Source: an optimization exercise on an open RTL-to-GDS flow (aim: small area). Production flows keep margins and buffers that such runs may drop.
In this exercise RTL edits were held to simulation tests only and were not proved equivalent to the original.
No activity file was given, so power comes from the tool's default toggle rates.

<file path="config.mk">
export PLATFORM = sky130hd
export DESIGN_NAME = uart_secded_top
export DESIGN_NICKNAME = uart_secded_top
export VERILOG_FILES = /design/flow/design.v
export SDC_FILE = /design/flow/constraint.sdc
export NUM_CORES = 4
export LEC_CHECK = 0
export CAP_MARGIN = 20
export CORE_MARGIN = 2
export CORE_UTILIZATION = 40
export SLEW_MARGIN = 20
</file>
<file path="constraint.sdc">
create_clock -name core_clock -period 20.0 [get_ports {clk}]
set_input_delay 4.0000 -clock core_clock [delete_from_list [all_inputs] [get_ports {clk}]]
set_output_delay 4.0000 -clock core_clock [all_outputs]
set_load 0.01 [all_outputs]
</file>
<file path="design.v">
module hamming84_encoder(
    input  wire [3:0] data_in,
    output wire [7:0] code_out
);
  wire d0 = data_in[0];
  wire d1 = data_in[1];
  wire d2 = data_in[2];
  wire d3 = data_in[3];
  wire p0 = d0 ^ d1 ^ d3;    
  wire p1 = d0 ^ d2 ^ d3;    
  wire p2 = d1 ^ d2 ^ d3;    
  wire [6:0] h = {d3, d2, d1, p2, d0, p1, p0};
  wire p3 = ^h;              
  assign code_out = {p3, h};
endmodule
module hamming84_decoder(
    input  wire [7:0] code_in,         
    output reg  [3:0] data_out,        
    output reg        error_corrected, 
    output reg        double_error     
);
  wire s0 = code_in[0] ^ code_in[2] ^ code_in[4] ^ code_in[6];   
  wire s1 = code_in[1] ^ code_in[2] ^ code_in[5] ^ code_in[6];   
  wire s2 = code_in[3] ^ code_in[4] ^ code_in[5] ^ code_in[6];   
  wire [2:0] syndrome = {s2, s1, s0};   
  wire overall_parity = ^code_in;       
  wire two_bit_err = (syndrome != 3'b000) && (overall_parity == 1'b0);
  wire single_bit_err = overall_parity == 1'b1;
  reg [7:0] corrected;
  always @* begin
    corrected       = code_in;
    error_corrected = 1'b0;
    double_error    = 1'b0;
    if (two_bit_err) begin
      double_error = 1'b1;
    end
    else if (single_bit_err) begin
      if (syndrome != 3'b000) begin
        corrected[syndrome-1] = ~corrected[syndrome-1];
      end else begin
        corrected[7] = ~corrected[7];
      end
      error_corrected = 1'b1;
    end
    data_out = { corrected[6],   
                 corrected[5],   
                 corrected[4],   
                 corrected[2]    
               };
  end
endmodule
module nibble_splitter(
  input  wire [7:0] data_in,      
  output wire [3:0] low_nibble,   
  output wire [3:0] high_nibble   
);
  assign low_nibble  = data_in[3:0];
  assign high_nibble = data_in[7:4];
endmodule
module bit_joiner #(
  parameter LOW_WIDTH  = 4,
  parameter HIGH_WIDTH = 4
) (
  input  wire [LOW_WIDTH-1:0]  low_bits,
  input  wire [HIGH_WIDTH-1:0] high_bits,
  input  wire                  low_ok,
  input  wire                  high_ok,
  output wire 						 join_ok,
  output wire [LOW_WIDTH+HIGH_WIDTH-1:0] data_out
);
assign data_out = (low_ok && high_ok) ? {high_bits, low_bits} : {LOW_WIDTH+HIGH_WIDTH{1'b0}};
assign join_ok = low_ok & high_ok;
endmodule
module uart_sampling_tick #(
    parameter SYS_FREQ  = 50000000,
    parameter BAUD_RATE = 921600,
    parameter CLOCK     = SYS_FREQ/BAUD_RATE,
    parameter SAMPLE    = 32,
	 parameter BAUD_DVSR = (SYS_FREQ * 2 + SAMPLE * BAUD_RATE) / (2 * SAMPLE * BAUD_RATE)
) (
    input wire      clk, reset_n,
    output wire     s_tick
);
    parameter N = $clog2(BAUD_DVSR);
    reg [N-1:0] cnt_reg;
    wire [N-1:0] cnt_next;
    always @(posedge clk or negedge reset_n) begin
        if (~reset_n) begin
            cnt_reg<=0;
        end
        else cnt_reg <= cnt_next;
    end
    assign cnt_next = (cnt_reg == (BAUD_DVSR-1)) ? 0 : (cnt_reg + 1);
    assign s_tick = (cnt_reg == (BAUD_DVSR-1)) ? 1'b1 : 1'b0;
endmodule
module uart_tx #(
  parameter DATA_SIZE       = 8,
            BIT_COUNT_SIZE  = $clog2(DATA_SIZE+1)
  )  (
  input                         clk, s_tick,  
  input                         reset_n, 
  input                         tx_start,  
  input   [DATA_SIZE - 1 : 0]   data_in,  
  output wire                   tx, 
  output wire                   tx_done_tick        
);
reg [DATA_SIZE-1:0]           TX_shift_reg, TX_shift_next; 
reg [BIT_COUNT_SIZE - 1:0]    bit_count; 
reg [4:0]                     sample_count;
reg                           tx_reg;  
wire [BIT_COUNT_SIZE - 1:0]   bit_count_next;
wire [4:0]                    sample_count_next;
wire                          tx_next;
reg                       load_TX_shift_reg;
reg                       inc_bit_count;
reg                       clr_bit_count;
reg                       inc_sample_count;
reg                       clr_sample_count;
reg                       add_start_bit_tx;
reg                       add_data_bit_tx;
reg                       add_stop_bit_tx;
reg                       shift;
reg                       tx_done;
reg [1:0]                 state, next_state;
localparam [1:0] 
  IDLE      = 2'b00,
  START     = 2'b01,
  DATA      = 2'b10,
  STOP      = 2'b11;
always @(posedge clk or negedge reset_n) begin 
  if(~reset_n) begin
    state <= IDLE;
  end
  else if (s_tick) begin
    state <= next_state;
  end
end
always @(posedge clk or negedge reset_n) begin
  if (~reset_n) begin
    bit_count <= 0;
    sample_count <= 0;
    TX_shift_reg <= {(DATA_SIZE){1'b1}};
    tx_reg <= 1'b1;
  end
  else if (s_tick) begin
    bit_count <= bit_count_next;
    sample_count <= sample_count_next;
    TX_shift_reg <= TX_shift_next;
    tx_reg <= tx_next;
  end
end
assign bit_count_next = (clr_bit_count) ? 0 : (inc_bit_count) ? bit_count + 1'b1 : bit_count;
assign sample_count_next = (clr_sample_count) ? 0 : (inc_sample_count) ? sample_count + 1'b1 : sample_count;
assign tx_next = (add_start_bit_tx) ? 1'b0 : (add_data_bit_tx) ? TX_shift_reg[0] : (add_stop_bit_tx) ? 1'b1 : tx_reg;
always @* begin
  if (load_TX_shift_reg) begin
    TX_shift_next = data_in;
  end
  else if (shift) begin
    TX_shift_next = {1'b1,TX_shift_reg[DATA_SIZE-1:1]};
  end
  else begin
    TX_shift_next = TX_shift_reg;
  end
end
assign tx = tx_reg;  
always @* begin 
  inc_sample_count    = 0;
  clr_sample_count    = 0;
  inc_bit_count       = 0;
  clr_bit_count       = 0;
  load_TX_shift_reg   = 0;
  shift               = 0;
  add_start_bit_tx    = 0;
  add_data_bit_tx     = 0;
  add_stop_bit_tx     = 0;
  tx_done             = 0;
  case (state)
    IDLE: begin
      if (tx_start) begin
        load_TX_shift_reg = 1;
        next_state = START;
      end
      else begin
        next_state = IDLE;
      end
    end
    START: begin
      add_start_bit_tx = 1;
      if (sample_count == 5'd15) begin
        clr_sample_count = 1;
        inc_bit_count = 1;
        next_state = DATA;
      end
      else begin
        inc_sample_count = 1;
        next_state = START;
      end
    end
    DATA: begin
      add_data_bit_tx = 1;
      if (sample_count == 5'd15) begin
        clr_sample_count = 1;
        if (bit_count == 4'd8) begin
          clr_bit_count = 1;
          next_state = STOP;
        end
        else begin
          shift = 1;
          inc_bit_count = 1;
          next_state = DATA;
        end
      end
      else begin
        inc_sample_count = 1;
        next_state = DATA;
      end
    end
    STOP: begin
      add_stop_bit_tx = 1;
      if (sample_count == 5'd31) begin
        clr_sample_count = 1;
        tx_done = 1;
        next_state = IDLE;
      end
      else begin
        inc_sample_count = 1;
        next_state = STOP;
      end    
    end
    default : next_state = IDLE;
  endcase
end
assign tx_done_tick = tx_done;  
endmodule 
module uart_rx #(
  parameter DATA_SIZE       = 8,
            BIT_COUNT_SIZE  = $clog2(DATA_SIZE)
  )  (
  input                         clk, s_tick,  
  input                         reset_n, 
  input                         rx,
  input                         rx_start,
  output [DATA_SIZE- 1:0]       data_out,
  output wire                   rx_done_tick       
);
reg [DATA_SIZE-1:0]         RX_shift_reg, RX_shift_next;
reg [BIT_COUNT_SIZE:0]      bit_count;
reg [3:0]                   sample_count;
wire [BIT_COUNT_SIZE:0]     bit_count_next;
wire [3:0]                  sample_count_next;
reg                       load_RX_shift_reg;
reg                       inc_bit_count;
reg                       clr_bit_count;
reg                       inc_sample_count;
reg                       clr_sample_count;
reg                       shift;
reg                       rx_done;
reg [1:0]                 state, next_state;
assign rx_done_tick = rx_done;
localparam [1:0] 
  IDLE      = 2'b00,
  START     = 2'b01,
  DATA      = 2'b10,
  STOP      = 2'b11;
always @(posedge clk or negedge reset_n) begin 
  if(~reset_n) begin
    state <= IDLE;
  end
  else if (s_tick) begin
    state <= next_state;
  end
end
always @(posedge clk or negedge reset_n) begin
  if (~reset_n) begin
    bit_count <= 0;
    sample_count <= 0;
    RX_shift_reg <= 0;
  end
  else if (s_tick) begin
    bit_count <= bit_count_next;
    sample_count <= sample_count_next;
    RX_shift_reg <= RX_shift_next;
  end
end
assign bit_count_next = (clr_bit_count) ? 0 : (inc_bit_count) ? bit_count + 1'b1 : bit_count;
assign sample_count_next = (clr_sample_count) ? 0 : (inc_sample_count) ? sample_count + 1'b1 : sample_count;
always @* begin
  if (load_RX_shift_reg) begin
    RX_shift_next = RX_shift_reg; 
  end
  else if (shift) begin
    RX_shift_next = {rx,RX_shift_reg[DATA_SIZE-1: 1]};
  end
  else begin
    RX_shift_next = RX_shift_reg;
  end
end
assign data_out = RX_shift_reg;  
always @* begin 
  inc_sample_count    = 0;
  clr_sample_count    = 0;
  inc_bit_count       = 0;
  clr_bit_count       = 0;
  load_RX_shift_reg   = 0;
  shift               = 0;
  rx_done             = 0;
  case (state)
    IDLE: begin
      if (~rx_start) begin
        next_state        = IDLE;
      end
      else begin
        if (rx == 1'b0) begin
          next_state      = START;
        end
        else begin
          next_state      = IDLE;
        end
      end
    end
    START: begin
      if (rx == 1'b1) begin  
        clr_sample_count  = 1'b1;
        next_state        = IDLE;
      end
      else begin
        if (sample_count == 4'd7) begin
          clr_sample_count= 1'b1;
          next_state      = DATA;
        end
        else begin
          inc_sample_count = 1;
          next_state      = START;
        end
      end
    end
    DATA: begin
      if (sample_count == 4'd15) begin
        if (bit_count == 4'd8) begin 
            clr_sample_count  = 1'b1;
            clr_bit_count     = 1'b1;
            next_state  = STOP;
        end
        else begin
            shift           = 1;
            inc_bit_count   = 1;
            clr_sample_count= 1;
            next_state      = DATA;
        end
      end
      else begin
        inc_sample_count    = 1;
        next_state        = DATA;
      end
    end
    STOP: begin
      if (sample_count == 4'd15) begin
        clr_sample_count = 1;
        rx_done = 1;
        next_state = IDLE;
      end
      else begin
        inc_sample_count = 1;
        next_state = STOP;
      end
    end
    default : next_state  = IDLE;
  endcase
end
assign rx_done_tick = rx_done;  
endmodule 
module uart_fifo #(
  parameter DATA_SIZE   = 8,
            SIZE_FIFO   = 16,
            ADDR_WIDTH  = $clog2(SIZE_FIFO)
  )  (
  input                             clk, s_tick,
  input                             reset_n, 
  input  [DATA_SIZE - 1 : 0]        w_data,
  input                             wr,
  input                             rd,
  output  [DATA_SIZE - 1 : 0]       r_data,
  output wire                       full,
  output wire                       empty     
);
reg [DATA_SIZE - 1 : 0]   fifo [SIZE_FIFO - 1 : 0];
reg [ADDR_WIDTH -1:0] w_ptr_reg, w_ptr_next, w_ptr_succ;
reg [ADDR_WIDTH -1:0] r_ptr_reg, r_ptr_next, r_ptr_succ;
reg full_reg, full_next;
reg empty_reg, empty_next;
wire wr_en;
always @(posedge clk or negedge reset_n) begin
  if (~reset_n) begin
    w_ptr_reg <= 0;
    r_ptr_reg <= 0;
    full_reg <= 0;
    empty_reg <= 1;
  end
  else if (s_tick) begin
    if (wr_en) fifo[w_ptr_reg] <= w_data;
    w_ptr_reg <= w_ptr_next;
    r_ptr_reg <= r_ptr_next;
    full_reg <= full_next;
    empty_reg <= empty_next;
  end  
end
assign wr_en = wr & (~full_reg | rd);  
assign full = full_reg;
assign empty = empty_reg;
assign r_data = fifo[r_ptr_reg];
always @(*) begin
  w_ptr_succ = w_ptr_reg + 1'b1;
  r_ptr_succ = r_ptr_reg + 1'b1;
  w_ptr_next = w_ptr_reg;
  r_ptr_next = r_ptr_reg;
  full_next = full_reg;
  empty_next = empty_reg;
  case ({wr, rd}) 
    2'b01: begin  
      if (~empty_reg) begin
        r_ptr_next = r_ptr_succ;
        full_next = 0;
        if (r_ptr_succ == w_ptr_reg) empty_next = 1;
      end
    end
    2'b10: begin  
      if (~full_reg) begin
        w_ptr_next = w_ptr_succ;
        empty_next = 0;
        if (w_ptr_succ == r_ptr_reg) full_next = 1;
      end
    end
    2'b11: begin  
      if (empty_reg) begin  
        w_ptr_next = w_ptr_succ;
        empty_next = 0;
      end
      else begin
        w_ptr_next = w_ptr_succ;
        r_ptr_next = r_ptr_succ;
      end
    end
  endcase
end
endmodule 
module uart_fifo_out #(
  parameter DATA_SIZE   = 10,
            SIZE_FIFO   = 16,
            ADDR_WIDTH  = $clog2(SIZE_FIFO)
  )  (
  input                             clk, s_tick,
  input                             reset_n, 
  input  [DATA_SIZE - 1 : 0]        w_data,
  input                             wr,
  input                             rd,
  output  [DATA_SIZE - 1 : 0]       r_data,
  output wire                       full,
  output wire                       empty     
);
reg [DATA_SIZE - 1 : 0]   fifo [SIZE_FIFO - 1 : 0];
reg [ADDR_WIDTH -1:0] w_ptr_reg, w_ptr_next, w_ptr_succ;
reg [ADDR_WIDTH -1:0] r_ptr_reg, r_ptr_next, r_ptr_succ;
reg full_reg, full_next;
reg empty_reg, empty_next;
wire wr_en;
always @(posedge clk or negedge reset_n) begin
  if (~reset_n) begin
    w_ptr_reg <= 0;
    r_ptr_reg <= 0;
    full_reg <= 0;
    empty_reg <= 1;
  end
  else if (s_tick) begin
    if (wr_en) fifo[w_ptr_reg] <= w_data;
    w_ptr_reg <= w_ptr_next;
    r_ptr_reg <= r_ptr_next;
    full_reg <= full_next;
    empty_reg <= empty_next;
  end  
end
assign wr_en = wr & (~full_reg | rd);  
assign full = full_reg;
assign empty = empty_reg;
assign r_data = fifo[r_ptr_reg];
always @(*) begin
  w_ptr_succ = w_ptr_reg + 1'b1;
  r_ptr_succ = r_ptr_reg + 1'b1;
  w_ptr_next = w_ptr_reg;
  r_ptr_next = r_ptr_reg;
  full_next = full_reg;
  empty_next = empty_reg;
  case ({wr, rd}) 
    2'b01: begin  
      if (~empty_reg) begin
        r_ptr_next = r_ptr_succ;
        full_next = 0;
        if (r_ptr_succ == w_ptr_reg) empty_next = 1;
      end
    end
    2'b10: begin  
      if (~full_reg) begin
        w_ptr_next = w_ptr_succ;
        empty_next = 0;
        if (w_ptr_succ == r_ptr_reg) full_next = 1;
      end
    end
    2'b11: begin  
      if (empty_reg) begin  
        w_ptr_next = w_ptr_succ;
        empty_next = 0;
      end
      else begin
        w_ptr_next = w_ptr_succ;
        r_ptr_next = r_ptr_succ;
      end
    end
  endcase
end
endmodule 
module uart_trans #(
  parameter DATA_SIZE       = 8,
            SIZE_FIFO       = 16,
            SYS_FREQ        = 50000000,
            BAUD_RATE       = 115200, 
            SAMPLE          = 16,
            BAUD_DVSR       = SYS_FREQ/(SAMPLE*BAUD_RATE)
  )  (
  input 	  							trans,
  input                       clk               ,   
  input                       reset_n           ,   
  input       [DATA_SIZE-1:0] bus_data_in       ,   
  output                      tx                ,   
  output      [2:0]           TX_status_register,
  output								wait_request,
  output reg waiting_nibble,
  output								s_tick
);
wire [DATA_SIZE-1:0] tx_data_in;
wire                 tx_done, tx_full, tx_empty;
reg  [3:0]           sub_highlow;     
wire  [DATA_SIZE-1:0] sub_bus_data;    
reg                  highOrLow;       
reg                  fifo_tx_wr;      
wire						tx_start;
wire	[DATA_SIZE-1:0] data_to_be_mod;			
wire [3:0] low_in, high_in;
assign tx_start = !tx_empty;
nibble_splitter splitter (
  .data_in     (bus_data_in),
  .low_nibble  (low_in),
  .high_nibble (high_in)
);
hamming84_encoder en_tx (
  .data_in  (sub_highlow),
  .code_out (sub_bus_data)
);
uart_sampling_tick #(
  .SYS_FREQ  (SYS_FREQ),
  .BAUD_RATE (BAUD_RATE),
  .SAMPLE    (SAMPLE),
  .BAUD_DVSR (BAUD_DVSR)
) uart_sampling_tick_inst (
  .clk      (clk),
  .reset_n  (reset_n),
  .s_tick   (s_tick)
);
uart_tx #(
  .DATA_SIZE (DATA_SIZE)
) uart_tx_inst (
  .clk          (clk),
  .s_tick       (s_tick),
  .reset_n      (reset_n),
  .tx_start     (tx_start),
  .data_in      (tx_data_in),
  .tx           (tx),
  .tx_done_tick (tx_done)
);
uart_fifo #(
  .DATA_SIZE (DATA_SIZE),
  .SIZE_FIFO (SIZE_FIFO)
) uart_fifo_tx (
  .clk     (clk),
  .s_tick  (s_tick),
  .reset_n (reset_n),
  .w_data  (sub_bus_data),
  .r_data  (tx_data_in),  
  .wr      (fifo_tx_wr),
  .rd      (tx_done),
  .full    (tx_full),
  .empty   (tx_empty)
);
always @(posedge clk or negedge reset_n) begin
  if (!reset_n) 
  begin
    highOrLow   <= 0;
    fifo_tx_wr  <= 0;
    sub_highlow <= 0;
	 waiting_nibble <= 1;
  end 
  else
		begin
			if (waiting_nibble == 0)
				waiting_nibble <= 1;
			if(s_tick) 
				begin
				 fifo_tx_wr <= 0;  
				 if (!tx_full&&trans) 
					 begin
						if (!highOrLow) 
							begin
							  sub_highlow <= low_in;
							  fifo_tx_wr  <= 1;
							  highOrLow   <= 1;  
							end 
						else 
							begin
							  sub_highlow <= high_in;
							  fifo_tx_wr  <= 1;
							  highOrLow   <= 0;  
							  waiting_nibble <= 0;
							end
						end
					end
		end
end
assign wait_request = (trans && waiting_nibble) || tx_full;
assign TX_status_register = {tx_done, tx_empty, tx_full};
endmodule
module uart_re#(
  parameter DATA_SIZE       = 8,
            SIZE_FIFO       = 16,
            BIT_COUNT_SIZE  = $clog2(DATA_SIZE+1),
            SYS_FREQ        = 50000000,
            BAUD_RATE       = 115200, 
            CLOCK           = SYS_FREQ/BAUD_RATE,
            SAMPLE          = 16,
            BAUD_DVSR       = SYS_FREQ/(SAMPLE*BAUD_RATE)
  )  (
  input                       clk               ,
  input                       reset_n           ,
  input                       rx                ,
  input								read_en,
  output      [7:0]           out_rx             ,
  output		reg  [7:0]				real_output,
  output      [2:0]           RX_status_register,
  output      [7:0]           rx_data_out,
  output      [3:0]           sub_low_de1,
  output      [3:0]           sub_high_de1,
  output 	  [7:0]           mstate,
  output 	[9:0]				dout,
  output   dout_empty,
  output   wire double_error,
  output   wire error_corrected,
  output      h_ok,
  output 	  l_ok,
  output			join_ok,
  output			s_tick,
  output			wait_request,
  output reg wait_req,
	output reg read_latch
);
wire [DATA_SIZE-1:0] bus_data_out;
wire                 rx_done;
wire                 rx_full;
wire                 rx_empty;
reg                  fifo_rx_rd;
reg [7:0] real_output_reg;
wire double_error_l, double_error_h,  error_corrected_l, error_corrected_h;
reg  [7:0]	         bus_data_out_high;
reg  [7:0]	         bus_data_out_low;
wire  [3:0]           sub_low_de;
wire  [3:0]           sub_high_de;
assign sub_low_de1 = sub_low_de;
assign sub_high_de1 = sub_high_de;
reg  [1:0]           state;
reg low_ok;
reg high_ok;
assign h_ok = high_ok;
assign l_ok = low_ok;
assign double_error = double_error_h || double_error_l;
assign error_corrected = error_corrected_h||error_corrected_l;
assign outrx = out_rx;
assign RX_status_register = {rx_done, rx_empty, rx_full};
wire [9:0] data_in_fifo;
reg condition;
uart_sampling_tick #(
  .SYS_FREQ   (SYS_FREQ),
  .BAUD_RATE  (BAUD_RATE),
  .CLOCK      (CLOCK),
  .SAMPLE     (SAMPLE),
  .BAUD_DVSR  (BAUD_DVSR)
) uart_sampling_tick_inst (
  .clk      (clk),
  .reset_n  (reset_n),
  .s_tick   (s_tick)
);
uart_rx #(
  .DATA_SIZE (DATA_SIZE)
) uart_rx_inst (
  .clk          (clk),
  .s_tick       (s_tick),
  .reset_n      (reset_n),
  .rx_start     (~rx_full),
  .rx           (rx),
  .data_out     (rx_data_out),
  .rx_done_tick (rx_done)
);
uart_fifo #(
  .DATA_SIZE (DATA_SIZE),
  .SIZE_FIFO (SIZE_FIFO)
) uart_fifo_rx (
  .clk     (clk),
  .s_tick  (s_tick),
  .reset_n (reset_n),
  .w_data  (rx_data_out),
  .r_data  (bus_data_out),
  .wr      (rx_done),
  .rd      (fifo_rx_rd),
  .full    (rx_full),
  .empty   (rx_empty)
);
hamming84_decoder rx_high (
  .code_in  (bus_data_out_high),
  .data_out (sub_high_de),
  .error_corrected (error_corrected_h),
  .double_error (double_error_h)
);
hamming84_decoder rx_low (
  .code_in  (bus_data_out_low),
  .data_out (sub_low_de),
  .error_corrected (error_corrected_l),
  .double_error (double_error_l)
);
bit_joiner join_rx (
  .high_ok	 (high_ok),
  .low_ok	 (low_ok),
  .low_bits  (sub_low_de),
  .high_bits (sub_high_de),
  .data_out  (out_rx),
  .join_ok (join_ok)
);
uart_fifo_out #(
  .DATA_SIZE (10),
  .SIZE_FIFO (SIZE_FIFO)
) uart_fifo_out (
  .clk     (clk),
  .s_tick  (s_tick),
  .reset_n (reset_n),
  .w_data  (data_in_fifo),
  .r_data  (dout),
  .wr      (join_ok),
  .rd      (wait_req),
  .full    (),
  .empty   (dout_empty)
);
always @(posedge clk or negedge reset_n) begin
  if (!reset_n) 
	  begin
		 fifo_rx_rd    <= 0;
		 state         <= 4;
		 wait_req 		<= 0;
		 read_latch <= 0;
		 low_ok <= 0;
		 high_ok <= 0;
		 bus_data_out_low <= 0;
		 bus_data_out_high <= 0;
	  end 
  else
	  begin
			if (read_en)
				read_latch <= 1;
				wait_req <= read_latch;	
		  if(s_tick)  
			begin
				read_latch <= 0;
				 fifo_rx_rd <= 0;
				 if (join_ok) 
					 begin 
						 low_ok<=0;high_ok<=0; state <= 0; 
						 bus_data_out_low<=0;
						 bus_data_out_high<=0;
					 end
				 case (state)
					0: begin
					  if (!rx_empty) 
						  begin
							 fifo_rx_rd     <= 1;
							 bus_data_out_low <= bus_data_out;
							 low_ok <=1;
							 state          <= 1;
						  end
						end
					1: begin
					 if(rx_done) 
						 begin 
							state      <= 2;
						 end
						end
					2: begin
					  if (!rx_empty) 
						  begin
								fifo_rx_rd     <= 1;
								bus_data_out_high <= bus_data_out;
								high_ok <=1;
								state          <= 3;
						  end
					end
					3: begin
							state       <= 4;  
						end
				 endcase
			  end
		end
end
assign mstate = state;
	assign wait_request = (read_en && wait_req);
	assign data_in_fifo = {double_error,error_corrected,out_rx};
endmodule
module uart_secded_top (
  input        clk,
  input        reset_n,              
  input        trans,
  input  [7:0] bus_data_in,
  output       tx,
  output [2:0] tx_status,            
  output       wait_request_write,
  input        rx,
  input        read_en,
  output [2:0] rx_status,            
  output       wait_request_read,
  output [9:0] rx_dout,              
  output       rx_valid              
);
  reg  [4:0] tcnt;
  wire       tick = (tcnt == 5'd19);
  always @(posedge clk or negedge reset_n)
    if (!reset_n) tcnt <= 5'd0;
    else          tcnt <= tick ? 5'd0 : {tcnt[3:0], ~(tcnt[4] ^ tcnt[2])};
  function [3:0] db4(input [3:0] q);
    db4 = {q[2:0], q[3] ^ q[2] ^ (q[2:0] == 3'd0)};
  endfunction
  reg       hol;           
  reg       twr;           
  reg [3:0] nib;
  wire      tx_full, tx_empty, tx_done;
  wire      take = tick & trans & ~tx_full;
  always @(posedge clk or negedge reset_n)
    if (!reset_n) begin
      hol <= 1'b0;
      twr <= 1'b0;
    end else begin
      if (tick) twr <= trans & ~tx_full;
      if (take) hol <= ~hol;
    end
  always @(posedge clk)
    if (take) nib <= hol ? bus_data_in[7:4] : bus_data_in[3:0];
  wire wn = (tcnt == 5'd0) & twr & ~hol;
  assign wait_request_write = (trans & ~wn) | tx_full;
  reg [63:0] tr;
  reg [3:0]  twp, trp;
  reg        tfull, tempty;
  wire       tpush = twr & (~tfull | tx_done);
  wire       tpop  = tx_done & ~tempty;
  wire       tins  = tpush & (twp == 4'd15);
  always @(posedge clk)
    tr <= {tr[59:0], tins ? nib : tr[63:60]};
  always @(posedge clk or negedge reset_n)
    if (!reset_n) begin
      twp <= 4'd0; trp <= 4'd0; tfull <= 1'b0; tempty <= 1'b1;
    end else begin
      twp <= twp + {2'd0, tick & tpush, ~(tick & tpush)};
      trp <= trp + {2'd0, tick & tpop,  ~(tick & tpop)};
      if (tick) begin
        if (tpush & ~tpop) begin
          tempty <= 1'b0;
          tfull  <= (twp + 4'd1 == trp);
        end
        if (tpop & ~tpush) begin
          tfull  <= 1'b0;
          tempty <= (trp + 4'd1 == twp);
        end
      end
    end
  assign tx_full  = tfull;
  assign tx_empty = tempty;
  reg [3:0] tph, tsc;
  reg       txr;
  reg       txbit;
  wire       t_idle  = (tph == 4'd0);
  wire       t_start = (tph == 4'd5);
  wire       t_stop  = (tph[3:1] == 3'd7);
  wire       t_data  = ~t_idle & ~t_start & ~t_stop;
  wire       t_end   = (tsc == 4'd8);
  assign tx_done = (tph == 4'd15) & t_end;
  wire [3:0] hd = tr[63:60];
  wire [7:0] code = {hd[0] ^ hd[1] ^ hd[2], hd[3], hd[2], hd[1],
                     hd[1] ^ hd[2] ^ hd[3], hd[0],
                     hd[0] ^ hd[2] ^ hd[3], hd[0] ^ hd[1] ^ hd[3]};
  wire [3:0] tbi = tph - 4'd6;
  always @(posedge clk)
    if (t_data & (trp == 4'd15)) txbit <= code[tbi[2:0]];
  always @(posedge clk or negedge reset_n)
    if (!reset_n) begin
      tph <= 4'd0; tsc <= 4'd0; txr <= 1'b1;
    end else if (tick) begin
      if (t_idle) begin
        tph <= tempty ? 4'd0 : 4'd5;
        tsc <= 4'd0;
      end else begin
        if (t_end) tph <= tph + 4'd1;
        tsc <= db4(tsc);
      end
      txr <= ~t_start & (~t_data | txbit);
    end
  assign tx        = txr;
  assign tx_status = {tx_done, tx_empty, tx_full};
  reg [3:0] rph, rsc;
  reg [7:0] rsh;
  wire      r_idle  = (rph == 4'd0);
  wire      r_start = (rph == 4'd5);
  wire      r_end   = (rsc == 4'd8);
  wire      rx_done = (rph == 4'd15) & r_end;
  always @(posedge clk or negedge reset_n)
    if (!reset_n) begin
      rph <= 4'd0; rsc <= 4'd0;
    end else if (tick) begin
      if (r_idle) begin
        rph <= rx ? 4'd0 : 4'd5;
        rsc <= 4'd10;
      end else if (r_start & rx) begin
        rph <= 4'd0;
      end else begin
        if (r_end) rph <= rph + 4'd1;
        rsc <= db4(rsc);
      end
    end
  always @(posedge clk)
    if (tick & r_end & (rph >= 4'd6) & (rph <= 4'd13)) rsh <= {rx, rsh[7:1]};
  wire s0 = rsh[0] ^ rsh[2] ^ rsh[4] ^ rsh[6];
  wire s1 = rsh[1] ^ rsh[2] ^ rsh[5] ^ rsh[6];
  wire s2 = rsh[3] ^ rsh[4] ^ rsh[5] ^ rsh[6];
  wire [2:0] syn = {s2, s1, s0};
  wire par = ^rsh;
  wire de  = (syn != 3'd0) & ~par;
  wire ec  = par;
  wire [3:0] dd = {rsh[6] ^ (par & (syn == 3'd7)),
                   rsh[5] ^ (par & (syn == 3'd6)),
                   rsh[4] ^ (par & (syn == 3'd5)),
                   rsh[2] ^ (par & (syn == 3'd3))};
  reg       d1, d2;        
  reg       hph;           
  reg [5:0] lo;            
  always @(posedge clk or negedge reset_n)
    if (!reset_n) begin
      d1 <= 1'b0; d2 <= 1'b0; hph <= 1'b0;
    end else if (tick) begin
      d1 <= rx_done;
      d2 <= d1;
      if (d1) hph <= ~hph;
    end
  always @(posedge clk)
    if (tick & d1 & ~hph) lo <= {de, ec, dd};
  wire       join_ok = d2 & ~hph;
  wire [9:0] wdata   = {de | lo[5], ec | lo[4], dd, lo[3:0]};
  assign rx_status = {rx_done, ~(d1 | d2), 1'b0};
  reg rlatch, wreq;
  always @(posedge clk or negedge reset_n)
    if (!reset_n) begin
      rlatch <= 1'b0; wreq <= 1'b0;
    end else begin
      rlatch <= ~tick & (read_en | rlatch);
      wreq   <= rlatch;
    end
  assign wait_request_read = read_en & wreq;
  reg [139:0] orr;
  reg [9:0]   hd_q, nx_q;
  reg [4:0]   ocnt;            
  reg [3:0]   rwp, rrp;        
  reg         nfetch, opend;
  wire        ofull  = ocnt[4];
  wire        oempty = (ocnt == 5'd0);
  wire        opush  = join_ok & (~ofull | wreq);
  wire        opop   = wreq & ~oempty;
  wire        c0     = oempty;
  wire        c1     = (ocnt == 5'd1);
  wire        c2     = (ocnt == 5'd2);
  wire        rpush  = opush & ~c0 & ~(c1 & opop);
  wire        fetch  = nfetch & (rrp == 4'd13);
  wire        oins   = (join_ok & ~ofull & (rwp == 4'd13)) | (opend & (rwp == 4'd0));
  always @(posedge clk)
    orr <= {orr[129:0], oins ? wdata : orr[139:130]};
  always @(posedge clk) begin
    if (tick & (c0 & opush | c1 & opush & opop)) hd_q <= wdata;
    else if (tick & opop & ~c1)                  hd_q <= nx_q;
    if (fetch) nx_q <= orr[139:130];
  end
  function [3:0] inc14(input [3:0] p, input two);
    case (p)
      4'd12:   inc14 = two ? 4'd0 : 4'd13;
      4'd13:   inc14 = two ? 4'd1 : 4'd0;
      default: inc14 = p + (two ? 4'd2 : 4'd1);
    endcase
  endfunction
  always @(posedge clk or negedge reset_n)
    if (!reset_n) begin
      ocnt <= 5'd0; rwp <= 4'd0; rrp <= 4'd0; nfetch <= 1'b0; opend <= 1'b0;
    end else begin
      rwp <= inc14(rwp, tick & rpush);
      rrp <= inc14(rrp, fetch);
      if (tick & (opop ? ~c1 & ~(c2 & ~opush) : c1 & opush)) nfetch <= 1'b1;
      else if (fetch)                                 nfetch <= 1'b0;
      if (tick & join_ok & ofull & wreq) opend <= 1'b1;
      else if (rwp == 4'd0)              opend <= 1'b0;
      if (tick) ocnt <= ocnt + {4'd0, opush & ~opop} - {4'd0, opop & ~opush};
    end
  assign rx_dout  = hd_q;
  assign rx_valid = ~oempty;
endmodule
</file>
<file path="flow/run.sh">
#!/bin/bash
# The standard ORFS layout (standard.sh), with three changes:
#  * synthesis maps with an area-oriented ABC script (flow/abc_area.script)
#    in place of ORFS's speed script; everything else in synthesis is
#    unchanged, so the registers are those of the standard synthesis;
#    adders are left to ABC too (no ORFS adder cell mapping);
#  * port buffers are sky130_fd_sc_hd__buf_1;
#  * the clock tree is built from clkbuf_4 cells in clusters of up to 10
#    sinks, without dummy loads.
# Each tool's output is in orfs/logs/...; make's output is in standard.log.
set -euo pipefail
HERE=$(pwd)
rm -rf "$HERE/scripts"
cp -r "$FLOW_HOME/scripts" "$HERE/scripts"
cp "$HERE/flow/abc_area.script" "$HERE/scripts/abc_speed.script"
export SCRIPTS_DIR="$HERE/scripts"
export ADDER_MAP_FILE=
export BUFFER_PORTS_ARGS="-buffer_cell sky130_fd_sc_hd__buf_1"
export CTS_ARGS="-sink_clustering_enable -repair_clock_nets -buf_list sky130_fd_sc_hd__clkbuf_4 -root_buf sky130_fd_sc_hd__clkbuf_4 -tree_buf sky130_fd_sc_hd__clkbuf_4 -sink_clustering_size 10 -sink_clustering_max_diameter 40 -dont_use_dummy_load"
bash standard.sh > standard.log 2>&1
</file>
<file path="flow/abc_area.script">
&get -n
&st
&syn2
&dch
&nf -R 1000 -p -a -F 8 -A 8
&put
topo
dnsize -c
</file>
<file path="standard.sh">
#!/bin/bash
# synth_recipe.tcl (not shown) runs the flow's synth.tcl, then flattens the netlist and writes it again
# the make line also repeats each setting of config.mk as NAME=value (left out here)
make -C /OpenROAD-flow-scripts/flow DESIGN_CONFIG=/design/flow/config.mk WORK_HOME=/design/flow/orfs CLKGATE_MAP_FILE= SYNTH_SCRIPT=/design/flow/synth_recipe.tcl "${@:-finish}"
</file>
==> results by group, run 1 <==
Layout
  • Area of the multi-input gates: 0.00184 mm2
  • P&R area growth vs syn: 9.03%
  • Fin area: 0.00929 mm2
  • Share of cells above drive strength 1: 7.37%
  • Nets: 693
  • Sequential standard cell area: 0.00661 mm2
  • Filler cells: 1916

Synthesis
  • Synth top area cells: dfxtp_1, dfrtp_1, edfxtp_1
  • Top_reg_cell synth: dfxtp_1
  • Seq/Total Area, Yosys: 77.6%
  • Seq cells post-synth: 297
  • Yosys top cell area share: 47.9%
  • Syn nets: 621
  • Synth Warn #: 1
  • Cell Area, Synth: 0.00852 mm2
  • Synth cell types: 45
  • Ys async rst share: 18.2%
  • Number of flops mapped to enable cells by yosys: 39
  • Largest area contributor in the netlist: dfxtp_1
  • Syn avg cell area: 14.0 um2
  • Synth Instances: 608

Drt
  • Initial detailed-routing violation count: 216
  • Routed wire per std cell: 13.3 um
  • Vias/cell: 4.70
  • Via count: 4486
  • Drt first pass iters: 4
  • Final WL: 12700 um
  • # DRC: 0
  • Final ANT Viol Nets: 0

CTS
  • Post-CTS sizing: 0
  • Root Driver: clkbuf_4
  • Clock latency (worst-skew pair): 0.62 ns
  • CTS tree: yes
  • Hold buffers post-CTS: 0
  • Worst-path clk slew: 0.09 ns
  • H-Tree Depth: 2
  • Clock sinks: 297
  • Max clock buf depth: 3
  • TritonCTS Buffers: 40
  • Post-CTS Setup Bufs: 0

Placed design
  • HPWL Detailed: 8040 um
  • Port Buf Inserts: 31
  • GP Congestion: 0.810
  • Placed inst area: 0.00898 mm2

STA
  • Worst slew margin: 35.3%
  • Tmin final: 8.37 ns
  • Final Hold Vio Count: 0
  • Worst Clk Skew: 0.0804 ns
  • Pins Over Slew Limit: 0
  • Setup TNS: 0 ns
  • Slew @ Worst Pin: 0.961 ns
  • Fmax: 0.119 GHz
  • RSZ-0062 raised after global routing: false
  • Final number of setup-violating endpoints: 0
  • Final period util: 41.9%

Floorplanning
  • Boundary Pins: 33
  • Full die area: 0.0225 mm2
  • Die height: 150 um
  • Std-Cell Core Area: 0.0210 mm2
  • Starting Density: 40.7%
  • Die Width: 150 um
  • FP Rows: 53

Setup path
  • CP required: 16.00 ns
  • Cells on worst reg2reg path: 6
  • Worst R2R Start: tph[1]$_DFFE_PN0P_
  • Crit path DAT: 4.37 ns
  • Startpoint type of the worst setup path: input port
  • Critical path class: input port to primary output
  • Critical Path End Type: primary output
  • Worst-path maximum fanout: 2
  • R2R Path End: tph[2]$_DFFE_PN0P_
  • R2R setup slack: 17.68 ns

Global route
  • Number of global-route vias before repair: 4537
  • Met1 Use GR: 16.0%
  • First-pass GRT wire length: 21800 um
  • GR Util All Layers: 12.1%
  • Gr busiest metal: met2
  • Grt total ovfl: 0
  • Largest net degree at the start of global routing: 55
  • Met2 GRT Util: 18.8%
  • Initial antenna violation count: 1
  • Met3 GRT Util: 3.11%

Status
  • Outcome: no timing/DRC/antenna violations

Hold path
  • Worst Hold Path EP: orr[87]$_DFF_P_
  • Hold WC Path Type: flop to flop
  • Hold Crit Depth: 0
  • Hold Path Origin: orr[77]$_DFF_P_

Pwr
  • LEAKAGE: 3.65 nW
  • Pwr dens: 98.2 mW/mm2
  • VDD IR-drop max: 0.0000540 V

Run
  • Total of max-cap violations: 0
[cell usage in the layout (no fill, tap or decap), drive strengths merged, types with 3 or more instances in the layout]
| cell type | netlist | layout |
|---|---|---|
| mux2 | 21 | 21 |
| nand3 | 8 | 8 |
| clkinv | 9 | 9 |
| o22a | 3 | 3 |
| o21ai | 31 | 31 |
| a22o | 3 | 3 |
| dfrtp | 52 | 52 |
| clkbuf | 0 | 41 |
| nor3b | 5 | 5 |
| mux2i | 3 | 3 |
| dfxtp | 204 | 204 |
| nand4 | 4 | 4 |
| xnor2 | 26 | 26 |
| and2 | 5 | 5 |
| nor4 | 5 | 5 |
| nor2 | 35 | 35 |
| and3 | 4 | 4 |
| nand2 | 44 | 44 |
| edfxtp | 39 | 39 |
| a31oi | 5 | 5 |
| xor2 | 16 | 16 |
| buf | 7 | 36 |
| a21oi | 25 | 25 |
| nand2b | 12 | 12 |
| nor3 | 12 | 12 |
| nor2b | 4 | 4 |
[state kept, by name (all words and copies together) (netlist names), 5 cells and up]
name  flops
tcnt      5
rsh       8
orr     140
nx_q     10
hd_q     10
ocnt      5
tr       64
lo        6
[metal layers]
metal | wire length [um] | part of all wire (%)
met1 | 5940 | 47
met2 | 5690 | 45
met3 | 644 | 5.1
met4 | 460 | 3.6
met5 | 0 | 0
[kinds of logic after synthesis]
kind of cell    Yosys count  share of synthesized area [%]
buf+inv                  16                          0.925
mux                      24                           3.13
simple gates            148                           8.55
compound gates           80                           5.46
other cells               1                         0.0440
flops                   297                           77.6
xor+xnor                 42                           4.32
[stage by stage]
step	cells	util [%]	total power (W)	hold slack, ns	setup slack [ns]
after CTS	953	44.3	0.000929	0.217	11.62
after detailed placement	913	42.9	0.000661	0.312	11.62
after global placement	913	42.9	0.000659	0.311	11.64
after floorplan	608	-	0.000652	0.310	11.83
final	954	44.3	0.000912	0.242	11.63
after global routing	954	44.3	0.000960	0.230	11.58
[report_power, final]
part	switching (W)	total, W	internal, W
sequential	0.00000822	0.000625	0.000616
clock	0.000172	0.000265	0.0000924
combinational	0.0000115	0.0000226	0.0000111
[synth_stat cells, drive strengths merged, types with 2 or more instances]
cell    number
buf          7
dfrtp       52
edfxtp      39
a21oi       25
o22a         3
or2          2
clkinv       9
mux2        21
nor3b        5
xor2        16
nand4b       2
nand2b      12
o21ai       31
mux2i        3
xnor2       26
nor4         5
nor3        12
nor4bb       2
a31oi        5
dfstp        2
a22o         3
and2         5
and3         4
nor2b        4
nand4        4
nor2        35
nand3        8
a211oi       2
nand2       44
a21o         2
dfxtp      204
o22ai        2
[worst max-delay path: stages]
cell    delay, ns
buf_1        0.09
and2_0       0.13
buf_1        0.15
[worst max path at each step]
stage,from,end,cells past startpoint
floorplan,read_en,wait_request_read,1
global placement,read_en,wait_request_read,3
detailed placement,read_en,wait_request_read,3
CTS,read_en,wait_request_read,3
global route,read_en,wait_request_read,3
finish,read_en,wait_request_read,3
[layout make-up]
cell class	instances	share of cell area, %
multi-input combinational	295	19.8
tap	275	3.70
sequential	297	71.1
inverter	9	0.364
clock buffer	40	3.23
timing repair buffer	37	1.75
antenna	1	0.0269
==> run 2: changes to the inputs <==
--- a/flow/run.sh
+++ b/flow/run.sh
@@ -7,3 +7,3 @@
 #  * port buffers are sky130_fd_sc_hd__buf_1;
-#  * the clock tree is built from clkbuf_4 cells in clusters of up to 10
+#  * the clock tree is built from clkbuf_4 cells in clusters of up to 12
 #    sinks, without dummy loads.
@@ -18,3 +18,3 @@
 export BUFFER_PORTS_ARGS="-buffer_cell sky130_fd_sc_hd__buf_1"
-export CTS_ARGS="-sink_clustering_enable -repair_clock_nets -buf_list sky130_fd_sc_hd__clkbuf_4 -root_buf sky130_fd_sc_hd__clkbuf_4 -tree_buf sky130_fd_sc_hd__clkbuf_4 -sink_clustering_size 10 -sink_clustering_max_diameter 40 -dont_use_dummy_load"
+export CTS_ARGS="-sink_clustering_enable -repair_clock_nets -buf_list sky130_fd_sc_hd__clkbuf_4 -root_buf sky130_fd_sc_hd__clkbuf_4 -tree_buf sky130_fd_sc_hd__clkbuf_4 -sink_clustering_size 12 -sink_clustering_max_diameter 35 -dont_use_dummy_load"
 bash standard.sh > standard.log 2>&1
--- a/config.mk
+++ b/config.mk
@@ -9,3 +9,4 @@
 export CORE_MARGIN = 2
-export CORE_UTILIZATION = 40
+export CORE_UTILIZATION = 65
+export PLACE_DENSITY = 0.75
 export SLEW_MARGIN = 20
==> run 2 against run 1 <==
Still clean. Sequential share of layout area rose by 1.3 points. Hold slack improved by 0.046 ns. Critical path depth did not move. Core utilization rose by 27 points. Cell area fell by 1.7%. Clock power fell by 5%. Total power fell by 1.5%. Synthesized cell count did not move. Largest cell class unchanged. Highest routed layer unchanged.
==> results by group, run 2 <==
Status
  • Outcome: no timing/DRC/antenna violations

CTS
  • Clock sinks: 297 (unchanged)
  • Max clock buf depth: 3 (unchanged)
  • TritonCTS Buffers: 37 (-7.5%)
  • CTS tree: yes
  • Root Driver: clkbuf_4
  • Post-CTS sizing: 0 (unchanged)
  • H-Tree Depth: 2 (unchanged)
  • Post-CTS Setup Bufs: 0 (unchanged)
  • Clock latency (worst-skew pair): 0.62 ns (about the same)
  • Worst-path clk slew: 0.11 ns (+0.02 ns)
  • Hold buffers post-CTS: 0 (unchanged)

Drt
  • Routed wire per std cell: 14.1 um (+6.0%)
  • Drt first pass iters: 4 (unchanged)
  • Vias/cell: 5.19 (+10%)
  • Final WL: 12000 um (-6.0%)
  • Metal3 WL: 586 um (-9.0%)
  • Final ANT Viol Nets: 0 (unchanged)
  • M1 WL: 5540 um (-6.7%)
  • Met2 WL: 5530 um (-2.7%)
  • Top Metal Used: met4
  • Via count: 4394 (-2.1%)
  • # DRC: 0 (unchanged)
  • Initial detailed-routing violation count: 206 (-4.6%)

Synthesis
  • Syn nets: 621 (unchanged)
  • Synth Instances: 608 (unchanged)
  • Top_reg_cell synth: dfxtp_1
  • Most common cell in the netlist: dfxtp_1
  • Synth top area cells: dfxtp_1, dfrtp_1, edfxtp_1
  • Cell Area, Synth: 0.00852 mm2 (unchanged)
  • Seq cells post-synth: 297 (unchanged)
  • Seq/Total Area, Yosys: 77.6% (unchanged)
  • Top cells by count, synth: dfxtp_1, dfrtp_1, nand2_1, edfxtp_1, nor2_1
  • Ys async rst share: 18.2% (unchanged)
  • Largest area contributor in the netlist: dfxtp_1
  • Synth Warn #: 1 (unchanged)
  • Number of flops mapped to enable cells by yosys: 39 (unchanged)
  • Syn avg cell area: 14.0 um2 (unchanged)
  • Yosys top cell area share: 47.9% (unchanged)
  • Synth cell types: 45 (unchanged)

Floorplanning
  • FP Rows: 41 (-23%)
  • Die Width: 118 um (-21%)
  • Starting Density: 67.0% (+26 points)
  • Boundary Pins: 33 (unchanged)
  • Full die area: 0.0140 mm2 (-38%)
  • Std-Cell Core Area: 0.0127 mm2 (-39%)
  • Die height: 118 um (-21%)

Run
  • Total of max-cap violations: 0 (unchanged)

STA
  • Fmax: 0.120 GHz (+0.13%)
  • Final period util: 41.8% (-0.056 points)
  • Worst slew margin: 38.8% (+3.4 points)
  • Setup TNS: 0 ns (unchanged)
  • RSZ-0062 raised after global routing: false
  • Tmin final: 8.36 ns (-0.0113 ns)
  • Final number of setup-violating endpoints: 0 (unchanged)
  • Final Hold Vio Count: 0 (unchanged)
  • Setup ws final: 11.64 ns (+0.0113 ns)
  • Worst Clk Skew: 0.0868 ns (+0.00644 ns)
  • Pins Over Slew Limit: 0 (unchanged)
  • Slew @ Worst Pin: 0.910 ns (-0.0511 ns)

Layout
  • Max reg flops: 140 (unchanged)
  • Largest regs: orr (140), tr (64)
  • Share of cells above drive strength 1: 6.82% (-0.55 points)
  • Sequential standard cell area: 0.00661 mm2 (unchanged)
  • Diodes inserted: 0 (-1)
  • Area of the multi-input gates: 0.00184 mm2 (unchanged)
  • Nets: 689 (-0.58%)
  • P&R area growth vs syn: 7.14%
  • Commonest non-fill, non-tap cell in the layout: dfxtp_1
  • Biggest register: orr
  • Most frequent cells in the layout: dfxtp_1, dfrtp_1, nand2_1
  • Filler cells: 895 (-53%)

Setup path
  • CP required: 16.00 ns (about the same)
  • Worst Setup EP: wait_request_read
  • R2R setup slack: 17.60 ns (-0.08 ns)
  • Crit path DAT: 4.36 ns (about the same)
  • Cells along the critical path: buf_1 > and2_0 > buf_1
  • Crit path max-delay family: buffers and inverters
  • Cells on worst reg2reg path: 7 (+1)
  • Worst R2R Start: tcnt[2]$_DFF_PN0_
  • Startpoint type of the worst setup path: input port
  • Critical path class: input port to primary output
  • Critical Path End Type: primary output
  • CP Depth: 3 (unchanged)
  • Worst path max stage delay: 0.15 ns (about the same)
  • Worst-path maximum fanout: 2 (unchanged)
  • Critical path startpoint: read_en
  • Critical path's slowest cell: buf_1
  • R2R Path End: hd_q[0]$_DFFE_PP_
  • Cell mode on critical path: buf_1
  • Critical path buffers and inverters: 2 (unchanged)

Pwr
  • LEAKAGE: 3.63 nW (-0.53%)
  • VDD IR-drop max: 0.0000625 V (+16%)
  • Pwr dens: 98.4 mW/mm2 (+0.20%)

Global route
  • Largest net degree at the start of global routing: 55 (unchanged)
  • First-pass GRT wire length: 20900 um (-4.0%)
  • GR Util All Layers: 18.5% (+6.4 points)
  • Number of global-route vias before repair: 4424 (-2.5%)
  • Grt total ovfl: 0 (unchanged)
  • Initial antenna violation count: 0 (-1)

Hold path
  • Hold WC Path Type: flop to flop

Placed design
  • Port Buf Inserts: 31 (unchanged)
  • DP Worst Slack: 11.64 ns (+0.0177 ns)
  • GP Congestion: 0.859 (+6.1%)
  • HPWL Detailed: 7600 um (-5.4%)
==> run 2: power breakdown <==
| group | internal, W | switching, W |
|---|---|---|
| clock network | 0.0000857 | 0.000165 |
| logic | 0.0000111 | 0.0000110 |
| registers | 0.000617 | 0.00000839 |
| total | 0.000713 | 0.000185 |
==> run 2: kinds of logic after synthesis <==
logic type / after synthesis / share of synthesized area (%)
buf+inv: 16 / 0.925
simple gates: 148 / 8.55
mux: 24 / 3.13
xor+xnor: 42 / 4.32
other cells: 1 / 0.0440
flops: 297 / 77.6
compound gates: 80 / 5.46
==> run 2: cell type report <==
class / count / share of cell area (%)
timing repair buffer: 36 / 1.70
tap: 172 / 2.36
inverter: 9 / 0.370
clock buffer: 37 / 3.04
multi-input combinational: 295 / 20.1
sequential: 297 / 72.4
==> run 2: worst min path at each step <==
stage	endpoint	from	slack, ns	cells after the start
floorplan	orr[100]$_DFF_P_	orr[90]$_DFF_P_	0.31	0
global placement	orr[33]$_DFF_P_	orr[23]$_DFF_P_	0.31	0
detailed placement	orr[109]$_DFF_P_	orr[99]$_DFF_P_	0.31	0
CTS	tr[63]$_DFF_P_	tr[59]$_DFF_P_	0.29	0
global route	tr[63]$_DFF_P_	tr[59]$_DFF_P_	0.29	0
finish	tr[63]$_DFF_P_	tr[59]$_DFF_P_	0.29	0
==> run 2: metrics by stage <==
step | instance area (um2) | power, W | utilization [%] | hold slack (ns) | cells
3_5_place_dp | 8840 | 0.000661 | 69.5 | 0.312 | 809
5_1_grt | 9130 | 0.000939 | 71.7 | 0.289 | 846
3_3_place_gp | 8840 | 0.000659 | 69.5 | 0.312 | 809
6_report | 9130 | 0.000898 | 71.7 | 0.288 | 846
4_1_cts | 9120 | 0.000910 | 71.7 | 0.291 | 846
2_1_floorplan | 8520 | 0.000652 | - | 0.310 | 608
==> run 2: per-layer routing <==
metal | global-route usage [%] | vias to the layer above
li1 | - | 2192
met1 | 24.7 | 2083
met2 | 29.0 | 94
met3 | 4.63 | 25
met4 | 8.18 | 0
met5 | 0 | -
==> run 3: changes to the inputs <==
--- a/design.v
+++ b/design.v
@@ -860,7 +860,9 @@
   reg [63:0] tr;
-  reg [3:0]  twp, trp;
-  reg        tfull, tempty;
+  reg [3:0]  trp;
+  reg [4:0]  tcnt_q;           
+  wire       tfull  = tcnt_q[4];
+  wire       tempty = (tcnt_q == 5'd0);
   wire       tpush = twr & (~tfull | tx_done);
-  wire       tpop  = tx_done & ~tempty;
-  wire       tins  = tpush & (twp == 4'd15);
+  wire       tpop  = tx_done;         
+  wire       tins  = tpush & (tcnt_q[3:0] == ~trp);
   always @(posedge clk)
@@ -869,16 +871,6 @@
     if (!reset_n) begin
-      twp <= 4'd0; trp <= 4'd0; tfull <= 1'b0; tempty <= 1'b1;
+      trp <= 4'd0; tcnt_q <= 5'd0;
     end else begin
-      twp <= twp + {2'd0, tick & tpush, ~(tick & tpush)};
-      trp <= trp + {2'd0, tick & tpop,  ~(tick & tpop)};
-      if (tick) begin
-        if (tpush & ~tpop) begin
-          tempty <= 1'b0;
-          tfull  <= (twp + 4'd1 == trp);
-        end
-        if (tpop & ~tpush) begin
-          tfull  <= 1'b0;
-          tempty <= (trp + 4'd1 == twp);
-        end
-      end
+      trp <= trp + {2'd0, tick & tpop, ~(tick & tpop)};
+      if (tick & (tpush ^ tpop)) tcnt_q <= tpush ? tcnt_q + 5'd1 : tcnt_q - 5'd1;
     end
@@ -925,9 +917,7 @@
     if (!reset_n) begin
-      rph <= 4'd0; rsc <= 4'd0;
+      rph <= 4'd0; rsc <= 4'd10;
     end else if (tick) begin
-      if (r_idle) begin
-        rph <= rx ? 4'd0 : 4'd5;
+      if (r_idle | r_start & rx) begin
+        rph <= r_idle & ~rx ? 4'd5 : 4'd0;
         rsc <= 4'd10;
-      end else if (r_start & rx) begin
-        rph <= 4'd0;
       end else begin
@@ -950,3 +940,4 @@
                    rsh[2] ^ (par & (syn == 3'd3))};
-  reg       d1, d2;        
+  reg       d2;            
+  wire      d1 = r_idle & (rsc == 4'd0);
   reg       hph;           
@@ -955,5 +946,4 @@
     if (!reset_n) begin
-      d1 <= 1'b0; d2 <= 1'b0; hph <= 1'b0;
+      d2 <= 1'b0; hph <= 1'b0;
     end else if (tick) begin
-      d1 <= rx_done;
       d2 <= d1;
==> run 3 against run 2 <==
Still clean on timing, DRC and antenna. First-iteration DRC count grew 12%. Cell count decreased by 2.2%. Global-route usage down 0.11 points. Cell area decreased by 1.5%. Clock-buffer cell count fell by 1. Routed wire length up 0.30%. Sequential power decreased by 3.8%.
==> results by group, run 3 <==
CTS
  • TritonCTS Buffers: 36 (-2.7%)
  • Clock sinks: 295 (-0.67%)
  • Hold buffers post-CTS: 0 (unchanged)
  • Max clock buf depth: 3 (unchanged)
  • H-Tree Depth: 2 (unchanged)
  • Root Driver: clkbuf_4
  • CTS tree: yes
  • Clock latency (worst-skew pair): 0.61 ns (about the same)
  • Post-CTS sizing: 0 (unchanged)
  • Worst-path clk slew: 0.10 ns (about the same)
  • Post-CTS Setup Bufs: 0 (unchanged)

Synthesis
  • Synth Instances: 590 (-3.0%)
  • Seq cells post-synth: 295 (-0.67%)
  • Most common cell in the netlist: dfxtp_1
  • Synth Warn #: 1 (unchanged)
  • Syn nets: 603 (-2.9%)
  • Number of flops mapped to enable cells by yosys: 39 (unchanged)
  • Synth cell types: 46 (+2.2%)
  • Largest area contributor in the netlist: dfxtp_1
  • Synth top area cells: dfxtp_1, dfrtp_1, edfxtp_1
  • Seq/Total Area, Yosys: 78.1% (+0.53 points)
  • Top cells by count, synth: dfxtp_1, dfrtp_1, nor2_1, edfxtp_1, nand2_1
  • Syn avg cell area: 14.2 um2 (+1.6%)
  • Cell Area, Synth: 0.00840 mm2 (-1.4%)
  • Yosys top cell area share: 48.6% (+0.69 points)
  • Ys async rst share: 17.6% (-0.55 points)
  • Top_reg_cell synth: dfxtp_1

Layout
  • Filler cells: 896 (+0.11%)
  • Share of cells above drive strength 1: 6.87% (+0.045 points)
  • Diodes inserted: 0 (unchanged)
  • Largest regs: orr (140), tr (64)
  • Max reg flops: 140 (unchanged)
  • Commonest non-fill, non-tap cell in the layout: dfxtp_1
  • Biggest register: orr
  • Non-Filler Instances: 827 (-2.2%)
  • Area of the multi-input gates: 0.00176 mm2 (-4.2%)
  • Sequential standard cell area: 0.00656 mm2 (-0.74%)
  • Most frequent cells in the layout: dfxtp_1, dfrtp_1, nor2_1
  • P&R area growth vs syn: 7.09% (about the same)
  • Nets: 670 (-2.8%)

Drt
  • Routed wire per std cell: 14.5 um (+2.6%)
  • Final ANT Viol Nets: 0 (unchanged)
  • Via count: 4348 (-1.0%)
  • Drt first pass iters: 4 (unchanged)
  • Vias/cell: 5.26 (+1.2%)
  • # DRC: 0 (unchanged)
  • Initial detailed-routing violation count: 230 (+12%)
  • Final WL: 12000 um (+0.30%)

STA
  • Pins Over Slew Limit: 0 (unchanged)
  • Tmin final: 8.37 ns (+0.00820 ns)
  • Worst slew margin: 38.8% (+0.057 points)
  • Fmax: 0.120 GHz (about the same)
  • Final period util: 41.8% (about the same)
  • Worst Clk Skew: 0.0659 ns (-0.0210 ns)
  • Final Hold Vio Count: 0 (unchanged)
  • Setup TNS: 0 ns (unchanged)
  • Slew @ Worst Pin: 0.909 ns (-0.000852 ns)
  • Final number of setup-violating endpoints: 0 (unchanged)
  • RSZ-0062 raised after global routing: false

Global route
  • GR Util All Layers: 18.4% (-0.11 points)
  • Initial antenna violation count: 0 (unchanged)
  • First-pass GRT wire length: 20500 um (-2.2%)
  • Largest net degree at the start of global routing: 53 (-3.6%)
  • Number of global-route vias before repair: 4361 (-1.4%)
  • Grt total ovfl: 0 (unchanged)

Placed design
  • Port Buf Inserts: 31 (unchanged)
  • Dpl cells: 791 (-2.2%)
  • HPWL Detailed: 7610 um (+0.11%)
  • GP Congestion: 0.770 (-10%)

Setup path
  • Critical path class: input port to primary output
  • Startpoint type of the worst setup path: input port
  • CP required: 16.00 ns (about the same)
  • Critical Path End Type: primary output
  • Worst-path maximum fanout: 2 (unchanged)
  • Crit path DAT: 4.37 ns (about the same)

Status
  • Outcome: no timing/DRC/antenna violations

Hold path
  • Hold WC Path Type: flop to flop

Floorplanning
  • FP Rows: 41 (unchanged)
  • Starting Density: 66.6% (-0.41 points)
  • Boundary Pins: 33 (unchanged)
  • Std-Cell Core Area: 0.0126 mm2 (-0.81%)
  • Full die area: 0.0138 mm2 (-1.4%)
  • Die height: 118 um (-0.68%)
  • Die Width: 118 um (-0.68%)

Run
  • Total of max-cap violations: 0 (unchanged)

Pwr
  • Pwr dens: 94.7 mW/mm2 (-3.7%)
  • VDD IR-drop max: 0.0000573 V (-8.3%)
  • LEAKAGE: 3.61 nW (-0.53%)
==> run 3: final timing paths <==
kind / startpoint / end / slack (ns) / depth (start not counted)
hold reg to reg: orr[87]$_DFF_P_ / orr[97]$_DFF_P_ / 0.25 / 0
max in group asynchronous: reset_n / rwp[3]$_DFF_PN0_ / 16.00 / 2
setup / recovery: trans / wait_request_write / 11.63 / 3
hold / removal: orr[87]$_DFF_P_ / orr[97]$_DFF_P_ / 0.25 / 0
setup reg to reg: tph[1]$_DFFE_PN0P_ / tr[1]$_DFF_P_ / 16.93 / 5
min in group asynchronous: reset_n / rwp[2]$_DFF_PN0_ / 3.50 / 2
==> run 3: critical path, stage by stage <==
cell and delay (ns):
buf_1 0.11, a21o_1 0.12, buf_1 0.14
==> run 3: layer usage <==
| layer | global-route usage (%) | vias to the layer above | wire (um) |
|---|---|---|---|
| li1 | - | 2147 | - |
| met1 | 25.9 | 2099 | 5730 |
| met2 | 27.3 | 86 | 5530 |
| met3 | 4.60 | 16 | 554 |
| met4 | 8.36 | 0 | 188 |
| met5 | 0 | - | 0 |
==> run 3: where the power goes <==
group / internal, W / total (W) / switching [W] / leakage, nW
sequential: 0.000600 / 0.000601 / 0.000000481 / 2.69
clock: 0.0000835 / 0.000246 / 0.000162 / 0.166
combinational: 0.00000170 / 0.00000508 / 0.00000338 / 0.753
total: 0.000685 / 0.000852 / 0.000166 / 3.61
==> run 3: cell type report <==
class / count / share of cell area (%)
sequential: 295 / 72.9
multi-input combinational: 279 / 19.6
clock buffer: 36 / 3.00
tap: 172 / 2.39
timing repair buffer: 36 / 1.72
inverter: 9 / 0.376
==> run 3: stage by stage <==
step / instance area [um2] / setup slack, ns / hold WS, ns / util [%] / power [W]
after floorplan: 8400 / 11.83 / 0.310 / - / 0.000616
after global placement: 8720 / 11.64 / 0.310 / 69.1 / 0.000619
after detailed placement: 8720 / 11.64 / 0.312 / 69.1 / 0.000619
after CTS: 8990 / 11.63 / 0.229 / 71.3 / 0.000866
after global routing: 8990 / 11.59 / 0.221 / 71.3 / 0.000890
final: 8990 / 11.63 / 0.249 / 71.3 / 0.000852
==> run 3: cell families (layout without fill, tap and decap cells) <==
logic type,after synthesis,count (layout),synth area share [%]
other,1,1,0.0446
buffers and inverters,16,81,0.939
multiplexers,21,21,2.79
AO/OA/AOI/OAI,80,80,5.71
AND/OR/NAND/NOR,131,131,7.63
flip-flops,295,295,78.1
XOR/XNOR,46,46,4.80
==> run 4: changes to the inputs <==
--- a/design.v
+++ b/design.v
@@ -888,8 +888,16 @@
   wire [3:0] hd = tr[63:60];
-  wire [7:0] code = {hd[0] ^ hd[1] ^ hd[2], hd[3], hd[2], hd[1],
-                     hd[1] ^ hd[2] ^ hd[3], hd[0],
-                     hd[0] ^ hd[2] ^ hd[3], hd[0] ^ hd[1] ^ hd[3]};
-  wire [3:0] tbi = tph - 4'd6;
+  reg  [3:0] cmask;
+  always @*
+    case (tph[2:0])
+      3'd6:    cmask = 4'b1011;    
+      3'd7:    cmask = 4'b1101;    
+      3'd0:    cmask = 4'b0001;    
+      3'd1:    cmask = 4'b1110;    
+      3'd2:    cmask = 4'b0010;    
+      3'd3:    cmask = 4'b0100;    
+      3'd4:    cmask = 4'b1000;    
+      default: cmask = 4'b0111;    
+    endcase
   always @(posedge clk)
-    if (t_data & (trp == 4'd15)) txbit <= code[tbi[2:0]];
+    if (t_data & (trp == 4'd15)) txbit <= ^(hd & cmask);
   always @(posedge clk or negedge reset_n)
@@ -977,5 +985,8 @@
   wire        c2     = (ocnt == 5'd2);
-  wire        rpush  = opush & ~c0 & ~(c1 & opop);
-  wire        fetch  = nfetch & (rrp == 4'd13);
-  wire        oins   = (join_ok & ~ofull & (rwp == 4'd13)) | (opend & (rwp == 4'd0));
+  wire        rpush  = opush & ~c0 & ~c1;
+  wire        ntap   = (rrp == 4'd11);
+  wire        fetch  = nfetch & ntap;
+  wire        pref   = join_ok & (c0 | c1) & ntap;
+  wire        ins_ok = ~(nfetch & (rrp == 4'd13));
+  wire        oins   = ins_ok & ((join_ok & ~ofull & (rwp == 4'd13)) | (opend & (rwp == 4'd0)));
   always @(posedge clk)
@@ -983,5 +994,4 @@
   always @(posedge clk) begin
-    if (tick & (c0 & opush | c1 & opush & opop)) hd_q <= wdata;
-    else if (tick & opop & ~c1)                  hd_q <= nx_q;
-    if (fetch) nx_q <= orr[139:130];
+    if (tick & (opop | c0)) hd_q <= nx_q;
+    if (fetch | pref)       nx_q <= orr[119:110];
   end
@@ -1000,6 +1010,6 @@
       rrp <= inc14(rrp, fetch);
-      if (tick & (opop ? ~c1 & ~(c2 & ~opush) : c1 & opush)) nfetch <= 1'b1;
-      else if (fetch)                                 nfetch <= 1'b0;
-      if (tick & join_ok & ofull & wreq) opend <= 1'b1;
-      else if (rwp == 4'd0)              opend <= 1'b0;
+      if (tick & opop & ~c1 & ~(c2 & ~opush)) nfetch <= 1'b1;
+      else if (fetch)                         nfetch <= 1'b0;
+      if (tick & join_ok & ofull & wreq)         opend <= 1'b1;
+      else if (ins_ok & (rwp == 4'd0))           opend <= 1'b0;
       if (tick) ocnt <= ocnt + {4'd0, opush & ~opop} - {4'd0, opop & ~opush};
==> run 4 against run 3 <==
Cell count decreased by 2.3%. Register-to-register slack improved by 0.13 ns. Die area decreased by 1.5%. Worst setup slack improved by 0.0085 ns. Flip-flop and latch count unchanged. Area after synthesis decreased by 1.5%. Critical path depth unchanged. Core utilization decreased by 0.59 points. Clock-buffer cell count decreased by 1. Sequential power about the same. Non-clock buffer count decreased by 2. Largest cell class unchanged. Highest routed layer unchanged.
==> results by group, run 4 <==
Status
  • Outcome: no timing/DRC/antenna violations

Layout
  • P&R area growth vs syn: 6.96%
  • Diodes inserted: 0 (unchanged)
  • Biggest register: orr
  • Largest regs: orr (140), tr (64)
  • Share of cells above drive strength 1: 6.76% (-0.11 points)
  • Post-layout util: 70.7% (-0.59 points)
  • Commonest non-fill, non-tap cell in the layout: dfxtp_1
  • Area of the multi-input gates: 0.00166 mm2 (-6.0%)

Drt
  • M1 WL: 5300 um (-7.5%)
  • Metal3 WL: 534 um (-3.6%)
  • Final ANT Viol Nets: 0 (unchanged)
  • Met2 WL: 5550 um (+0.45%)
  • Final WL: 11700 um (-2.6%)
  • Via count: 4142 (-4.7%)
  • Initial detailed-routing violation count: 176 (-23%)
  • Drt first pass iters: 4 (unchanged)

Synthesis
  • Synth Warn #: 1 (unchanged)
  • Synth top area cells: dfxtp_1, dfrtp_1, edfxtp_1
  • Synth Area in Compound Gates: 4.78% (-0.93 points)
  • Most common cell in the netlist: dfxtp_1
  • Top_reg_cell synth: dfxtp_1
  • Top cells by count, synth: dfxtp_1, dfrtp_1, edfxtp_1, nor2_1, nand2_1
  • Seq/Total Area, Yosys: 79.3% (+1.2 points)
  • Post-synthesis mux area share: 2.42% (-0.37 points)
  • Number of flops mapped to enable cells by yosys: 39 (unchanged)
  • Synth cell types: 43 (-6.5%)

CTS
  • Post-CTS Setup Bufs: 0 (unchanged)
  • Clock sinks: 295 (unchanged)
  • CTS tree: yes
  • Post-CTS sizing: 0 (unchanged)
  • Worst-path clk slew: 0.10 ns (about the same)
  • Max clock buf depth: 3 (unchanged)
  • Root Driver: clkbuf_4
  • TritonCTS Buffers: 35 (-2.8%)
  • H-Tree Depth: 2 (unchanged)

Placed design
  • HPWL Detailed: 7450 um (-2.1%)
  • Port Buf Inserts: 31 (unchanged)
  • GP Congestion: 0.796 (+3.4%)

Setup path
  • Critical Path End Type: primary output
  • Critical path startpoint: read_en
  • CP required: 16.00 ns (about the same)
  • Cells on worst reg2reg path: 5 (unchanged)
  • Critical path class: input port to primary output
  • R2R Path End: tr[1]$_DFF_P_
  • Crit path DAT: 4.36 ns (about the same)
  • R2R setup slack: 17.06 ns (+0.13 ns)

Hold path
  • Hold Path Origin: tr[43]$_DFF_P_

STA
  • Worst slew margin: 35.9% (-2.9 points)
  • Worst Clk Skew: 0.0659 ns (+0.0000911 ns)
  • Fmax: 0.120 GHz (+0.10%)
  • Tmin final: 8.36 ns (-0.00850 ns)
  • Final Hold Vio Count: 0 (unchanged)
  • RSZ-0062 raised after global routing: false
  • Pins Over Slew Limit: 0 (unchanged)
  • Final period util: 41.8% (-0.043 points)
  • Setup TNS: 0 ns (unchanged)
  • Slew @ Worst Pin: 0.958 ns (+0.0489 ns)

Global route
  • Number of global-route vias before repair: 4191 (-3.9%)
  • Initial antenna violation count: 0 (unchanged)
  • First-pass GRT wire length: 19700 um (-3.7%)
  • Grt total ovfl: 0 (unchanged)
  • Largest net degree at the start of global routing: 53 (unchanged)
  • GR Util All Layers: 18.7% (+0.30 points)

Pwr
  • VDD IR-drop max: 0.0000638 V (+11%)
  • Pwr dens: 96.4 mW/mm2 (+1.8%)

Run
  • Total of max-cap violations: 0 (unchanged)

Floorplanning
  • Starting Density: 66.1% (-0.46 points)
  • Std-Cell Core Area: 0.0125 mm2 (-0.81%)
  • Die Width: 117 um (-0.73%)
  • FP Rows: 41 (unchanged)
==> run 4: layer usage <==
| layer | global-route usage [%] | vias up |
|---|---|---|
| li1 | - | 2075 |
| met1 | 24.5 | 1953 |
| met4 | 8.47 | 0 |
| met5 | 0 | - |
| met3 | 4.94 | 26 |
| met2 | 29.6 | 88 |
==> run 4: area by class of cell <==
cell class | count | share of cell area, %
sequential | 295 | 74.1
clock buffer | 35 | 2.97
multi-input combinational | 268 | 18.7
tap | 172 | 2.43
inverter | 4 | 0.170
timing repair buffer | 34 | 1.58
==> run 4: worst max-delay path: stages <==
cell and delay, ns:
buf_1 0.09, and2_0 0.12, buf_1 0.15
==> run 4: worst max-delay path by stage <==
stage                               endpoint  slack [ns]
after floorplan            wait_request_read       11.83
after CTS                 wait_request_write       11.64
after global placement     wait_request_read       11.65
after global routing      wait_request_write       11.59
final                      wait_request_read       11.64
after detailed placement  wait_request_write       11.64
==> run 4: power breakdown <==
group          switching [W]  internal, W    total, W
Combinational     0.00000413   0.00000257  0.00000671
Clock               0.000163    0.0000813    0.000244
Sequential        0.00000174     0.000601    0.000603
==> run 4: cell families after synthesis <==
kind of cell	after synthesis
flops	295
simple gates	142
compound gates	66
xor+xnor	41
mux	18
buf+inv	11
other cells	1
==> run 4: through the flow <==
stage	hold slack [ns]	worst slack, ns	std cells
3_3_place_gp	0.310	11.65	773
6_report	0.314	11.64	808
2_1_floorplan	0.310	11.83	574
3_5_place_dp	0.312	11.64	773
5_1_grt	0.314	11.59	808
4_1_cts	0.300	11.64	808
